From an optimization exercise on the open Yosys and OpenROAD flow, aimed at small area; shortcuts taken in it are not production practice.
At most, simulation tests tie the RTL to the original design; equivalence was not proved.
For runs 2 and 3, only the layout was checked, not whether the RTL still works.

==> flow/design.v (outline; a module is shown in full before it is edited, if it fits) <==
// module fpu_fa: 4 lines
// module fpu_ha: 4 lines
// module fpu_unpack: 29 lines
// module fpu_compute: 986 lines
// module fpu_cpa: 299 lines
// module fpu_normalize: 20 lines
// module fpu_top: 50 lines
module fpu_top(
    input clk,
    input [31:0] a,
    input [31:0] b,
    input [1:0] op,
    output [31:0] out
    );
  // ...
==> flow/flow/run.sh <==
#!/bin/bash
# Standard ORFS layout with two changes:
#  - synthesis runs flow/synth.tcl: the standard flow's synthesis script, except that the
#    final ABC mapping of the modules outside the multiplier stage uses an
#    area-oriented ABC script (flow/area.abc);
#  - the input and output ports are buffered with sky130_fd_sc_hd__buf_1
#    instead of the delay buffer that buffer_ports picks by default.
# make's full output goes to flow.log (ORFS's per-step logs are in orfs/logs).
bash standard.sh SYNTH_SCRIPT=$PWD/flow/synth.tcl "BUFFER_PORTS_ARGS=-buffer_cell sky130_fd_sc_hd__buf_1" finish > flow.log 2>&1
==> flow/flow/area.abc <==
strash
dch
map -a
topo
stime -c
==> flow/flow/synth.tcl <==
# The standard flow's synthesis script (synth_recipe.tcl), with one change: the final ABC
# mapping of the modules outside the multiplier stage (fpu_compute) uses an
# area-oriented ABC script (area.abc, next to this file) instead of ORFS's
# speed script. Everything else, registers included, is as in synth_recipe.tcl.
proc synth {args} { yosys synth -nofsm -noshare {*}$args }
set my_area_abc [file join [file dirname [file normalize [info script]]] area.abc]
set my_speed_modules {fpu_cpa}
set my_area_modules {fpu_compute fpu_top fpu_unpack fpu_normalize fpu_fa fpu_ha}
proc abc {args} {
  set i [lsearch -exact $args -script]
  set area_args [lreplace $args [expr {$i + 1}] [expr {$i + 1}] $::my_area_abc]
  if {[llength $::my_speed_modules]} { yosys abc {*}$args {*}$::my_speed_modules }
  if {[llength $::my_area_modules]} { yosys abc {*}$area_args {*}$::my_area_modules }
}
# full and half adder cells are taken only from the adder modules
proc extract_fa {args} { yosys extract_fa {*}$args fpu_fa fpu_ha }
source $::env(SCRIPTS_DIR)/synth.tcl
# left out here: clear keep_hierarchy, flatten, clean up, hide names made inside functions, write 1_2_yosys.v
==> flow/standard.sh <==
#!/bin/bash
# synth_recipe.tcl (not shown) runs the flow's synth.tcl, then flattens the netlist and writes it again
# the make line also repeats each setting of config.mk as NAME=value (left out here)
make -C /OpenROAD-flow-scripts/flow DESIGN_CONFIG=/design/flow/config.mk WORK_HOME=/design/flow/orfs CLKGATE_MAP_FILE= SYNTH_SCRIPT=/design/flow/synth_recipe.tcl "${@:-finish}"
==> flow/config.mk <==
export PLATFORM = sky130hd
export DESIGN_NAME = fpu_top
export DESIGN_NICKNAME = fpu_top
export VERILOG_FILES = /design/flow/design.v
export SDC_FILE = /design/flow/constraint.sdc
export NUM_CORES = 4
export LEC_CHECK = 0
export CAP_MARGIN = 20
export CORE_MARGIN = 2
export CORE_UTILIZATION = 40
export SLEW_MARGIN = 20
export SYNTH_HIERARCHICAL = 1
export SYNTH_MINIMUM_KEEP_SIZE = 0
==> flow/constraint.sdc <==
create_clock -name core_clock -period 7.5 [get_ports {clk}]
set_input_delay 1.5000 -clock core_clock [delete_from_list [all_inputs] [get_ports {clk}]]
set_output_delay 1.5000 -clock core_clock [all_outputs]
set_load 0.01 [all_outputs]
==> flow_summary.toml, run 1 <==
[setup_path]
critical_path_class = "reg -> reg"
crit_fanout = 13
crit_path_end = "u_S2[23]"
timing.rr.end = "u_S2[23]"
slowest_delay_ns = 0.50
worst_path_max_delay_cell = "fa_1"

[cells_and_area]
inv_count = 194
clock_buffers = 18
n_antenna_cell = 0

[cts]
ctsResizeCount = 0
cts_setup_buffers = 0
clkSinkCount = 194
cts_root_buf = "clkbuf_16"

[yosys]
yosys.area_share.simple_pct = 11.2
yosysWarnings = 7
async_flop_share_pct = 0
synthXorXnorAreaFrac_pct = 15.9
synthMuxAreaShare_pct = 0.352
synth_area_leader_cell = "fa_1"

[detailed_routing]
route.met2.wl_mm = 27.2
drt_first_pass_iters = 5

[sta]
report.final.slew_viol_count = 0
setup_violations = 0
finalCritPeriodShare_pct = 94.8

[floorplanning]
tap_cells = 664
die_h_um = 227

[run_status]
outcome = "complete, no violations"

[placement]
pre_cts_slack_ns = 0.300

[grt]
use_met3_pct = 5.61
antenna_found_initial = 1

[hold_path]
hold_depth = 0
==> module fpu_unpack, before the edit <==
module fpu_unpack(
    input [31:0] a,
    input [31:0] b,
    input [1:0] op,
    output [22:0] f1,
    output [22:0] f2,
    output [7:0] e,
    output [4:0] d,
    output s,
    output sub,
    output is_mul,
    output is_add
    );
    wire sa = a[31];
    wire sb = b[31] ^ (op == 2'b01);
    wire swap = a[30:0] < b[30:0];
    wire [7:0] el = swap ? b[30:23] : a[30:23];
    wire [7:0] es = swap ? a[30:23] : b[30:23];
    assign f1 = swap ? b[22:0] : a[22:0];
    assign f2 = swap ? a[22:0] : b[22:0];
    wire [7:0] diff = el - es;
    assign d = diff[4:0] | {5{|diff[7:5]}};
    wire [7:0] em = a[30:23] + b[30:23] + 8'd129;
    assign is_mul = (op == 2'b10);
    assign is_add = ~op[1];
    assign e = is_mul ? em : el;
    assign s = is_add ? (swap ? sb : sa) : (is_mul & (a[31] ^ b[31]));
    assign sub = is_add & (sa ^ sb);
endmodule
==> module fpu_top, before the edit <==
module fpu_top(
    input clk,
    input [31:0] a,
    input [31:0] b,
    input [1:0] op,
    output [31:0] out
    );
    wire [22:0] f1_S0, f2_S0;
    wire [7:0] e_S0;
    wire [4:0] d_S0;
    wire s_S0, sub_S0, is_mul_S0, is_add_S0;
    fpu_unpack unpack (.a(a), .b(b), .op(op),
                       .f1(f1_S0), .f2(f2_S0), .e(e_S0), .d(d_S0), .s(s_S0),
                       .sub(sub_S0), .is_mul(is_mul_S0), .is_add(is_add_S0));
    reg [22:0] f1_S1, f2_S1;
    reg [7:0] e_S1;
    reg [4:0] d_S1;
    reg s_S1, sub_S1, is_mul_S1, is_add_S1;
    always @ (posedge clk) begin
        f1_S1 <= f1_S0;
        f2_S1 <= f2_S0;
        e_S1 <= e_S0;
        d_S1 <= d_S0;
        s_S1 <= s_S0;
        sub_S1 <= sub_S0;
        is_mul_S1 <= is_mul_S0;
        is_add_S1 <= is_add_S0;
    end
    wire [24:0] u_S1;
    fpu_compute compute (.f1(f1_S1), .f2(f2_S1), .d(d_S1), .is_mul(is_mul_S1),
                         .is_add(is_add_S1), .sub(sub_S1), .u(u_S1));
    reg [24:0] u_S2;
    reg [7:0] e_S2;
    reg s_S2, sub_S2;
    always @ (posedge clk) begin
        u_S2 <= u_S1;
        e_S2 <= e_S1;
        s_S2 <= s_S1;
        sub_S2 <= sub_S1;
    end
    wire [30:0] res_S2;
    fpu_normalize normalize (.u(u_S2), .sub(sub_S2), .e(e_S2), .res(res_S2));
    reg [31:0] r3, r4, r5;
    always @ (posedge clk) begin
        r3 <= {s_S2, res_S2};
        r4 <= r3;
        r5 <= r4;
    end
    assign out = r5;
endmodule
==> run 2: changes to the inputs <==
--- a/flow/design.v
+++ b/flow/design.v
@@ -7,52 +7,54 @@
     assign s = a ^ b;
     assign co = a & b;
 endmodule
 `timescale 1ns / 1ps
 module fpu_unpack(
     input [31:0] a,
     input [31:0] b,
     input [1:0] op,
-    output [22:0] f1,
-    output [22:0] f2,
+    output [22:0] f1n,
+    output [22:0] f2n,
     output [7:0] e,
     output [4:0] d,
     output s,
     output sub,
     output is_mul,
     output is_add
     );
     wire sa = a[31];
     wire sb = b[31] ^ (op == 2'b01);
     wire swap = a[30:0] < b[30:0];
     wire [7:0] el = swap ? b[30:23] : a[30:23];
     wire [7:0] es = swap ? a[30:23] : b[30:23];
-    assign f1 = swap ? b[22:0] : a[22:0];
-    assign f2 = swap ? a[22:0] : b[22:0];
+    assign f1n = ~(swap ? b[22:0] : a[22:0]);
+    assign f2n = ~(swap ? a[22:0] : b[22:0]);
     wire [7:0] diff = el - es;
     assign d = diff[4:0] | {5{|diff[7:5]}};
     wire [7:0] em = a[30:23] + b[30:23] + 8'd129;
     assign is_mul = (op == 2'b10);
     assign is_add = ~op[1];
     assign e = is_mul ? em : el;
     assign s = is_add ? (swap ? sb : sa) : (is_mul & (a[31] ^ b[31]));
     assign sub = is_add & (sa ^ sb);
 endmodule
 `timescale 1ns / 1ps
 `timescale 1ns / 1ps
 module fpu_compute(
-    input [22:0] f1,
-    input [22:0] f2,
+    input [22:0] f1n,
+    input [22:0] f2n,
     input [4:0] d,
     input is_mul,
     input is_add,
     input sub,
     output [24:0] u
     );
+    wire [22:0] f2 = ~f2n;
+    wire [22:0] f1 = ~f1n;
     wire [23:0] onehot;
     genvar k;
     generate for (k = 0; k < 24; k = k + 1) begin : g_dec
         assign onehot[k] = is_add & (d == 5'd23 - k);
     end endgenerate
     wire [24:0] R = {25{is_add}} & ({2'b01, f1} ^ {25{sub}});
     wire neg0 = is_mul & f1[1];
     wire one0 = is_mul ? (f1[0] ^ 1'b0) : onehot[0];
@@ -1348,39 +1350,39 @@
 `timescale 1ns / 1ps
 module fpu_top(
     input clk,
     input [31:0] a,
     input [31:0] b,
     input [1:0] op,
     output [31:0] out
     );
-    wire [22:0] f1_S0, f2_S0;
+    wire [22:0] f1n_S0, f2n_S0;
     wire [7:0] e_S0;
     wire [4:0] d_S0;
     wire s_S0, sub_S0, is_mul_S0, is_add_S0;
     fpu_unpack unpack (.a(a), .b(b), .op(op),
-                       .f1(f1_S0), .f2(f2_S0), .e(e_S0), .d(d_S0), .s(s_S0),
+                       .f1n(f1n_S0), .f2n(f2n_S0), .e(e_S0), .d(d_S0), .s(s_S0),
                        .sub(sub_S0), .is_mul(is_mul_S0), .is_add(is_add_S0));
-    reg [22:0] f1_S1, f2_S1;
+    reg [22:0] f1n_S1, f2n_S1;
     reg [7:0] e_S1;
     reg [4:0] d_S1;
     reg s_S1, sub_S1, is_mul_S1, is_add_S1;
     always @ (posedge clk) begin
-        f1_S1 <= f1_S0;
-        f2_S1 <= f2_S0;
+        f1n_S1 <= f1n_S0;
+        f2n_S1 <= f2n_S0;
         e_S1 <= e_S0;
         d_S1 <= d_S0;
         s_S1 <= s_S0;
         sub_S1 <= sub_S0;
         is_mul_S1 <= is_mul_S0;
         is_add_S1 <= is_add_S0;
     end
     wire [24:0] u_S1;
-    fpu_compute compute (.f1(f1_S1), .f2(f2_S1), .d(d_S1), .is_mul(is_mul_S1),
+    fpu_compute compute (.f1n(f1n_S1), .f2n(f2n_S1), .d(d_S1), .is_mul(is_mul_S1),
                          .is_add(is_add_S1), .sub(sub_S1), .u(u_S1));
     reg [24:0] u_S2;
     reg [7:0] e_S2;
     reg s_S2, sub_S2;
     always @ (posedge clk) begin
         u_S2 <= u_S1;
         e_S2 <= e_S1;
         s_S2 <= s_S1;
==> flow/flow/area.abc (replaced) <==
strash
dch -f
amap
==> flow_summary.toml, run 2 <==
[detailed_routing]
route.detailed.drc = 0
ant_nets = 0
drt_first_pass_iters = 6
wl_per_cell_um = 21.4
drt_iter0_markers = 2409
vias = 19365
viasPerCell = 6.07
wl_mm = 68.2

[placement]
dp_hpwl_mm = 53.1
gp_congestion = 0.964
io_buffers = 98
dp_cells = 3155

[setup_path]
slowest_delay_ns = 0.50
cp_top_family = "adder cells"
cp.arrival_ns = 7.50
worstPathCellList = "clkinv_1, o21ai_0, o311ai_2, buf_4, o22ai_1, nand2_1, o21ai_0, fa_1, fa_1, fa_1, fa_1, fa_1, fa_1, ha_1, a211oi_2, o21ai_0, nor4b_1, o31a_1, o21ai_1, o211ai_1, or4_1, o311ai_1"
cp-start-kind = "register"
r2r_slack_ns = 0.35
worst_path_max_delay_cell = "o21ai_0"
crit_required_ns = 7.85
reg2reg_from = "f1n_S1[13]"
critical_path_class = "reg -> reg"
crit_fanout = 7
rr_worst_depth = 22
crit_buf_inv = 2
timing.rr.end = "u_S2[23]"
endpoint_kind = "register"
crit_top_cell = "fa_1"

[sta]
worst_slew_pin_slew_ns = 0.977
tns_ns = 0
report.final.slew_viol_count = 0
slew_headroom_pct = 34.8
timing.final.crit_period_ns = 7.15
finalCritPeriodShare_pct = 95.4
finalHoldViolCount = 0
rsz0062_at_grt = "false"
max_freq_ghz = 0.140
setup_violations = 0
skew_ns = 0.0147

[grt]
grt_pass1_vias = 18188
grt_use_total_pct = 27.0
grt_start_max_net_pins = 52
grt_first_pass_wirelength_mm = 105
overflow = 0
antenna_found_initial = 1

[cells_and_area]
n_antenna_cell = 0
fin_nets = 2936
final_common_cell = "o21ai_0"
top_regs = "r3 x32, r4 x32, r5 x32"
stdcell_count = 3188
drive_above_1_share_pct = 6.92
layout_common_cells = "o21ai_0 (397), nand2_1 (391), o22ai_1 (362)"
area_growth_pct = 14.2

[hold_path]
hp-start = "r4[19]"
worstHoldEndpoint = "r5[19]"
hold_path_class = "reg -> reg"
hold_depth = 0

[floorplanning]
die_h_um = 224
design.core.area_um2 = 47700
rows = 80
io_pins = 99
start_util_pct = 40.5
fp.dieW_um = 224
dieArea_um2 = 50100

[yosys]
syn_avg_cell_area_um2 = 8.26
synth.distinct_cells = 72
synth-main-ff-cell = "dfxtp_1"
synth-edff-count = 0
synth.top_cell.area_share_pct = 26.1
yosysWarnings = 7
async_flop_share_pct = 0
syn_area_um2 = 19300
yosysMostFrequentCell = "o21ai_0"
synth_nets = 2716
synthTopCellsByCount = "o21ai_0 (407), nand2_1 (391), o22ai_1 (362)"
yosys-top-cells-area = "fa_1 (26%), dfxtp_1 (20%), o22ai_1 (12%)"
ys_seq_elements = 194
synthCells = 2340
synth_seq_area_share_pct = 20.1
synth_area_leader_cell = "fa_1"

[cts]
cts_root_buf = "clkbuf_16"
worst_skew_pair.late_latency_ns = 0.45
cts_setup_buffers = 0
cts-buffers-inserted = 17
h-tree-depth = 4
clkSinkCount = 194
path_clk_slew_ns = 0.08
cts.path.max_buffers = 2
cts_tree = "done"

[run_status]
outcome = "complete, no violations"

[run]
maxCapViolCount = 0
-- run 2: what timing repair did --
item	4_1_cts	5_1_grt
endpoints found under the setup margin	0	4
hold buffers	0	0
resized for setup	0	4
-- run 2: per-stage QoR --
stage / hold slack [ns] / util [%] / instance area (µm²) / setup slack, ns
final: 0.322 / 46.2 / 22100 / 0.348
after CTS: 0.327 / 46.2 / 22000 / 0.324
after global routing: 0.323 / 46.2 / 22100 / 0.0209
after detailed placement: 0.312 / 44.8 / 21400 / 0.354
after global placement: 0.310 / 44.8 / 21400 / 0.393
after floorplan: 0.310 / - / 19500 / 0.0150
-- run 2: area by class of cell --
| cell class | count | area [µm²] |
|---|---|---|
| clock buffer | 17 | 425 |
| clock inverter | 15 | 221 |
| fill | 4634 | 25700 |
| inverter | 122 | 474 |
| multi-input combinational | 2025 | 15100 |
| sequential | 194 | 3890 |
| tap | 615 | 769 |
| timing repair buffer | 200 | 1150 |
-- run 2: cell families after synthesis --
logic type,count (synthesis),synth area share (%)
AO/OA/AOI/OAI,1039,32.9
adder cells (fa/ha/maj),310,29.9
flip-flops,194,20.1
XOR/XNOR,17,0.771
buffers and inverters,122,2.37
AND/OR/NAND/NOR,656,13.9
multiplexers,2,0.104
-- run 2: worst max path at each step --
stage	start	end	slack [ns]	cells past startpoint
after floorplan	is_mul_S1	u_S2[23]	0.02	22
after global placement	f1n_S1[11]	u_S2[23]	0.39	22
after detailed placement	f1n_S1[11]	u_S2[23]	0.35	22
after CTS	f1n_S1[11]	u_S2[23]	0.32	22
after global routing	d_S1[1]	u_S2[23]	0.02	23
final	f1n_S1[13]	u_S2[23]	0.35	22
-- run 2: per-layer routing --
metal  track usage [%]  vias to the layer above  share of wire, %
met3              5.55                      137                10
met2              40.6                     1054                42
met5                 0                        -                 0
met1              38.2                     8940                43
li1                  -                     9234                 -
met4              10.6                        0               4.2
-- run 2: worst reg2reg max path, cell delays in order, from the launching register on --
cell	delay [ns]
dfxtp_1	0.46
clkinv_1	0.23
o21ai_0	0.50
o311ai_2	0.46
buf_4	0.30
o22ai_1	0.14
nand2_1	0.07
o21ai_0	0.12
fa_1	0.49
fa_1	0.42
fa_1	0.47
fa_1	0.49
fa_1	0.41
fa_1	0.41
ha_1	0.37
a211oi_2	0.27
o21ai_0	0.15
nor4b_1	0.17
o31a_1	0.29
o21ai_1	0.13
o211ai_1	0.18
or4_1	0.44
o311ai_1	0.10
-- run 2: Yosys stat by module, one instance, submodules excluded --
module | times used | cells inside | cell area [µm²] | flip-flops and latches
fpu_normalize | 1 | 253 | 1430 | 0
fpu_compute | 1 | 1094 | 5440 | 0
fpu_unpack | 1 | 289 | 1530 | 0
fpu_ha | 57 | 1 | 12.5 | 0
fpu_cpa | 1 | 201 | 1290 | 0
fpu_top | 1 | 194 | 3880 | 194
fpu_fa | 252 | 1 | 20.0 | 0
==> run 3: changes to the inputs <==
--- a/flow/config.mk
+++ b/flow/config.mk
@@ -8,6 +8,7 @@
 export CAP_MARGIN = 20
 export CORE_MARGIN = 2
 export CORE_UTILIZATION = 40
+export PLACE_DENSITY = 0.75
 export SLEW_MARGIN = 20
 export SYNTH_HIERARCHICAL = 1
 export SYNTH_MINIMUM_KEEP_SIZE = 0
==> flow_summary.toml, run 3 <==
[cells_and_area]
drive_above_1_share_pct = 6.70
area_growth_pct = 13.8
stdcell_count = 3183
finalInstanceArea_um2 = 22000
fin_nets = 2931
n_antenna_cell = 0
layout_common_cells = "o21ai_0 (397), nand2_1 (391), o22ai_1 (362)"
final_common_cell = "o21ai_0"
top_regs = "r3 x32, r4 x32, r5 x32"

[yosys]
synth-edff-count = 0
synth_seq_area_share_pct = 20.1
synth_nets = 2716
synth.distinct_cells = 72
async_flop_share_pct = 0
ys_seq_elements = 194
synth-main-ff-cell = "dfxtp_1"
syn_area_um2 = 19300
yosys-top-cells-area = "fa_1 (26%), dfxtp_1 (20%), o22ai_1 (12%)"
synth_area_leader_cell = "fa_1"
syn_avg_cell_area_um2 = 8.26
synthCells = 2340
yosysWarnings = 7
yosysMostFrequentCell = "o21ai_0"
synthTopCellsByCount = "o21ai_0 (407), nand2_1 (391), o22ai_1 (362)"
synth.top_cell.area_share_pct = 26.1

[grt]
grt_pass1_vias = 18718
grt_start_max_net_pins = 52
antenna_found_initial = 0
grt_first_pass_wirelength_mm = 103
overflow = 0
grt_use_total_pct = 25.9

[cts]
cts_root_buf = "clkbuf_16"
cts_tree = "done"
path_clk_slew_ns = 0.08
cts-buffers-inserted = 17
cts.path.max_buffers = 2
cts_hold_buf = 0
worst_skew_pair.late_latency_ns = 0.45
h-tree-depth = 4
clkSinkCount = 194

[setup_path]
cp_top_family = "adder cells"
worst_path_max_delay_cell = "fa_1"
critical_path_class = "reg -> reg"
cp.arrival_ns = 7.49
endpoint_kind = "register"
crit_buf_inv = 5
worstPathCellList = "clkinv_4, buf_4, nor2_1, buf_4, clkinv_2, o21ai_4, buf_4, o22ai_1, o21ai_0, fa_1, fa_1, fa_1, fa_1, fa_1, ha_1, or3_1, o211a_1, o31a_1, nor2_2, a21oi_1, or4_1, o311ai_1"
crit_required_ns = 7.86
slowest_delay_ns = 0.54
crit_top_cell = "fa_1"
cp-start-kind = "register"
crit_fanout = 39

[sta]
worst_slew_pin_slew_ns = 1.11
finalHoldViolCount = 0
finalCritPeriodShare_pct = 95.1
rsz0062_at_grt = "false"
fin_ws_ns = 0.371
tns_ns = 0
setup_violations = 0
max_freq_ghz = 0.140
skew_ns = 0.0146
slew_headroom_pct = 25.6
timing.final.crit_period_ns = 7.13
report.final.slew_viol_count = 0

[detailed_routing]
wl_mm = 65.7
drt_iter0_markers = 2412
wl_per_cell_um = 20.6
vias = 19779
viasPerCell = 6.21
drt_first_pass_iters = 6
ant_nets = 0
route.detailed.drc = 0

[placement]
dp_cells = 3148
gp_congestion = 1.02
pre_cts_slack_ns = 0.319
dp_hpwl_mm = 50.5
placed_cell_area_um2 = 21300
io_buffers = 98

[floorplanning]
io_pins = 99
start_util_pct = 40.5
dieArea_um2 = 50100
die_h_um = 224
design.core.area_um2 = 47700
fp.dieW_um = 224
rows = 80

[hold_path]
hold_path_class = "reg -> reg"

[run_status]
outcome = "complete, no violations"

[run]
maxCapViolCount = 0
==> run 3: layout make-up <==
class | instances | area, µm²
clock buffers | 17 | 425
clock inverters | 15 | 195
fillers | 4599 | 25800
inverters | 122 | 475
multi-input cells | 2025 | 15100
flip-flops and latches | 194 | 3890
well taps | 615 | 769
repair buffers | 195 | 1100
==> run 3: per-layer routing <==
layer  GRT usage [%]  wire length, µm  vias to the layer above  part of all wire (%)
li1                -                -                     9228                     -
met1            34.8            26300                     9055                    40
met2            38.9            28100                     1280                    43
met3            6.68             7920                      216                    12
met4            12.4             3300                        0                   5.0
met5               0                0                        -                     0
==> run 3: metrics by stage <==
stage                     util, %  hold slack [ns]
after floorplan                 -            0.310
after global placement       44.7            0.310
after detailed placement     44.7            0.312
after CTS                    46.0            0.324
after global routing         46.0            0.326
final                        46.0            0.321
==> run 3: path summary, 6_finish.rpt <==
path / start / to / slack [ns] / depth (start not counted)
worst max-delay path: is_mul_S1 / u_S2[18] / 0.37 / 22
worst min-delay path: e_S1[2] / e_S2[2] / 0.32 / 0
worst max register to register: is_mul_S1 / u_S2[18] / 0.37 / 22
worst min register to register: e_S1[2] / e_S2[2] / 0.32 / 0
==> run 3: per-module statistics from Yosys, one instance, submodules excluded <==
module / cells inside / copies in the design / area (µm²) / flip-flops and latches
fpu_normalize: 253 / 1 / 1430 / 0
fpu_ha: 1 / 57 / 12.5 / 0
fpu_compute: 1094 / 1 / 5440 / 0
fpu_fa: 1 / 252 / 20.0 / 0
fpu_top: 194 / 1 / 3880 / 194
fpu_unpack: 289 / 1 / 1530 / 0
fpu_cpa: 201 / 1 / 1290 / 0
==> run 3: cell families after synthesis <==
group | after synthesis | synth area share (%)
flip-flops | 194 | 20.1
multiplexers | 2 | 0.104
AO/OA/AOI/OAI | 1039 | 32.9
AND/OR/NAND/NOR | 656 | 13.9
adder cells (fa/ha/maj) | 310 | 29.9
buffers and inverters | 122 | 2.37
XOR/XNOR | 17 | 0.771
==> run 3: timing repair <==
| action | 4_1_cts | 5_1_grt |
|---|---|---|
| buffers inserted | 0 | 2 |
| endpoints found under the setup margin | 0 | 11 |
| gates resized for setup | 0 | 3 |

re-timing with driven ports:
The results above use ideal ports. As a check the final layouts listed here were re-extracted and re-timed, cells and wires unchanged.
Step 1 (the two cells are an assumption about what drives the block):
set clk [get_ports {clk}]
set_driving_cell -lib_cell sky130_fd_sc_hd__clkbuf_16 $clk
set_driving_cell -lib_cell sky130_fd_sc_hd__buf_2 [delete_from_list [all_inputs] $clk]
Step 2, shift: input delay + t, output delay - t, t = (earliest + latest rising clock arrival at the registers) / 2. This alone moves slack from input paths to output paths.
a / b / c = ideal / step 1 / step 2; a / b = the first two.
run | t (ns) | setup slack, ns | hold slack, ns
run 1 | 0.497 | 0.388 / 0.388 / 0.388 | 0.319 / 0.319 / 0.319
run 2 | 0.493 | 0.348 / 0.348 / 0.348 | 0.322 / 0.322 / 0.322
run 3 | 0.493 | 0.371 / 0.371 / 0.371 | 0.321 / 0.321 / 0.321
After both steps setup and hold are still met in every run listed.
